This is an optimization exercise on Yosys and OpenROAD, whose aim is small area, not a production implementation.
Only simulation tests tie the RTL to the original design; equivalence was not proved.
Power and IR drop assume default switching activity.

// sd_data_form
module sd_data_form
#(
parameter  [31:0] AVAIL_DATA_BITS      =  32'd4       
)
(
input  wire        SD_CLK,
input  wire        RST,
input  wire        SD_I_TRG,
output wire        SD_I_DONE,
input  wire        SD_I_PKT_RDY,
input  wire [ 63:0]SD_I_DAT,
output wire        SD_I_ACK,
input  wire        SD_I_FIRST,
input  wire        SD_I_LAST,
output wire [(AVAIL_DATA_BITS-'d1):0]SD_O_DAT,
output wire        SD_OE
);
reg         s_wait;      
reg         s_pre;       
reg         s_data;      
reg         s_crc;       
reg         s_end;       
reg  [  3:0]cnt;         
wire        c15  = &cnt;
wire        idle = ~(s_wait | s_pre | s_data | s_crc) | (s_crc & c15);
always @(posedge SD_CLK or posedge RST)
if (RST) begin
  s_wait <= 1'b0; s_pre <= 1'b0; s_data <= 1'b0; s_crc <= 1'b0; s_end <= 1'b0;
end else begin
  s_wait <= (idle & SD_I_TRG) | (s_wait & ~SD_I_PKT_RDY);
  s_pre  <= (s_wait & SD_I_PKT_RDY) | (s_pre & ~c15);
  s_data <= (s_pre & c15) | (s_data & ~(c15 & SD_I_LAST));
  s_crc  <= (s_data & c15 & SD_I_LAST) | (s_crc & ~c15);
  s_end  <= s_crc & c15;
  ...
For scale: about 73 flip-flops, ~77 I/O pins, about 0.0030 mm² of cells after synthesis.
clock: 5.0 ns
lec_check: 0
abc_area: 1
cap_margin: 20
core_margin: 2
core_utilization: 40
slew_margin: 20
standard.sh (not shown) runs the stock make flow with config.mk's settings and CLKGATE_MAP_FILE= SYNTH_SCRIPT=/design/flow/synth_recipe.tcl, a recipe that flattens the netlist after the stock synthesis.
==> flow/flow/run.sh <==
#!/bin/bash
# Standard layout, but with the smallest buffer on the ports.
set -euo pipefail
bash standard.sh finish BUFFER_PORTS_ARGS="-buffer_cell sky130_fd_sc_hd__buf_1" > standard.log 2>&1
The starting point completed with no timing, DRC or antenna violations.
==> next run, changes <==
==> flow/flow/run.sh (replaced) <==
#!/bin/bash
# The standard layout (standard.sh), with two changes:
#  - synthesis maps the logic with an area-oriented ABC script (flow/area.abc)
#    instead of ORFS's; everything else in the standard flow's synthesis script is kept,
#    so the registers are the standard synthesis's;
#  - the port buffers are the smallest buffer, sky130_fd_sc_hd__buf_1.
set -euo pipefail
W=$(pwd)
{
  printf 'proc abc {args} {\n'
  printf '  set i [lsearch -exact $args -script]\n'
  printf '  if {$i >= 0} { lset args [expr {$i + 1}] %s }\n' "$W/flow/area.abc"
  printf '  yosys abc {*}$args\n'
  printf '}\n'
  cat synth_recipe.tcl
} > flow_synth.tcl
bash standard.sh finish SYNTH_SCRIPT="$W/flow_synth.tcl" \
  BUFFER_PORTS_ARGS="-buffer_cell sky130_fd_sc_hd__buf_1" CTS_ARGS="-sink_clustering_enable -repair_clock_nets -dont_use_dummy_load -sink_clustering_size 40 -sink_clustering_max_diameter 200 -buf_list {sky130_fd_sc_hd__clkbuf_8 sky130_fd_sc_hd__clkbuf_16}" > standard.log 2>&1
==> flow/flow/area.abc (new file) <==
&get -n
&deepsyn -T 30
&put
dch -f
amap
--- a/flow/config.mk
+++ b/flow/config.mk
@@ -8 +7,0 @@
-export ABC_AREA = 1
- The changed run completed with no timing, DRC or antenna violations
- power came out lower by about a fifth
- clock skew came out higher by 0.0061 ns
- count of clock-buffer cells in the layout came out lower by 1
- wire length came out lower by about a fifth
- via count came out lower by a quarter to a third
- clock power came out lower by a quarter to a third
- hold slack is worse by 0.014 ns
- first-iteration DRC count came out lower by a quarter to a third
- core utilization came out higher by 3.4 points
- register-to-register slack is worse by 0.78 ns
==> next run, changes <==
==> flow/run.sh (new file) <==
#!/bin/bash
# synth_recipe.tcl (not shown) runs the flow's synth.tcl, then flattens the netlist and writes it again
# the make line also repeats each setting of config.mk as NAME=value (left out here)
make -C /OpenROAD-flow-scripts/flow DESIGN_CONFIG=/design/flow/config.mk WORK_HOME=/design/flow/orfs CLKGATE_MAP_FILE= SYNTH_SCRIPT=/design/flow/synth_recipe.tcl finish
removed: flow/flow/run.sh
removed: flow/flow/area.abc
removed: flow/standard.sh
Die area came out higher by 28%. Sequential power rose by about 10%. Final area went up by 42%. Flip-flop and latch count does not change. Via count increases by 19%.
==> next run, changes <==
==> flow/flow/run.sh (new file) <==
#!/bin/bash
# The standard layout (standard.sh), with two changes:
#  - synthesis maps the logic with an area-oriented ABC script (flow/area.abc)
#    instead of ORFS's; everything else in the standard flow's synthesis script is kept,
#    so the registers are the standard synthesis's;
#  - the port buffers are the smallest buffer, sky130_fd_sc_hd__buf_1.
set -euo pipefail
W=$(pwd)
{
  printf 'proc abc {args} {\n'
  printf '  set i [lsearch -exact $args -script]\n'
  printf '  if {$i >= 0} { lset args [expr {$i + 1}] %s }\n' "$W/flow/area.abc"
  printf '  yosys abc {*}$args\n'
  printf '}\n'
  cat synth_recipe.tcl
} > flow_synth.tcl
bash standard.sh finish SYNTH_SCRIPT="$W/flow_synth.tcl" \
  BUFFER_PORTS_ARGS="-buffer_cell sky130_fd_sc_hd__buf_1" > standard.log 2>&1
==> flow/flow/area.abc (new file) <==
&get -n
&deepsyn -T 30
&put
dch -f
amap
==> flow/standard.sh (new file) <==
#!/bin/bash
# synth_recipe.tcl (not shown) runs the flow's synth.tcl, then flattens the netlist and writes it again
# the make line also repeats each setting of config.mk as NAME=value (left out here)
make -C /OpenROAD-flow-scripts/flow DESIGN_CONFIG=/design/flow/config.mk WORK_HOME=/design/flow/orfs CLKGATE_MAP_FILE= SYNTH_SCRIPT=/design/flow/synth_recipe.tcl "${@:-finish}"
removed: flow/run.sh
Effect: The new run finished clean; first-iteration DRC count decreases by 67%; count of clock-buffer cells in the layout increases by 2; sequential share of layout area increases by 14 points.

separate check: timing with driven ports:
In the flow no input, the clock included, has a driving cell. The finished layouts below were timed again as built, in two steps.
Step 1, drivers: a clkbuf_16 drives SD_CLK and a buf_2 each remaining input, both assumed.
Step 2, shift: input delay + t, output delay - t, t = (earliest + latest rising clock arrival at the registers) / 2. This alone moves slack from input paths to output paths.
Three values: no drivers, after step 1, after step 2; two values: the first two.
run | t (ns) | setup WS [ns] | worst slew at a driven data input, ns | cell pins on the clock port's net
the first run | 0.364 | 1.727 / 1.700 / 1.970 | 0.03 | 1
the second run | 0.345 | 1.323 / 1.297 / 1.642 | 0.04 | 1
the third run | 0.362 | 0.889 / 0.868 / 0.868 | 0.06 | 1
the fourth run | 0.353 | 1.308 / 1.282 / 1.635 | 0.04 | 1
After both steps every run listed still meets setup and hold. The setup slack of the third run, which loses most, moves by -0.021 ns with the drivers and by -0.021 ns with both steps.
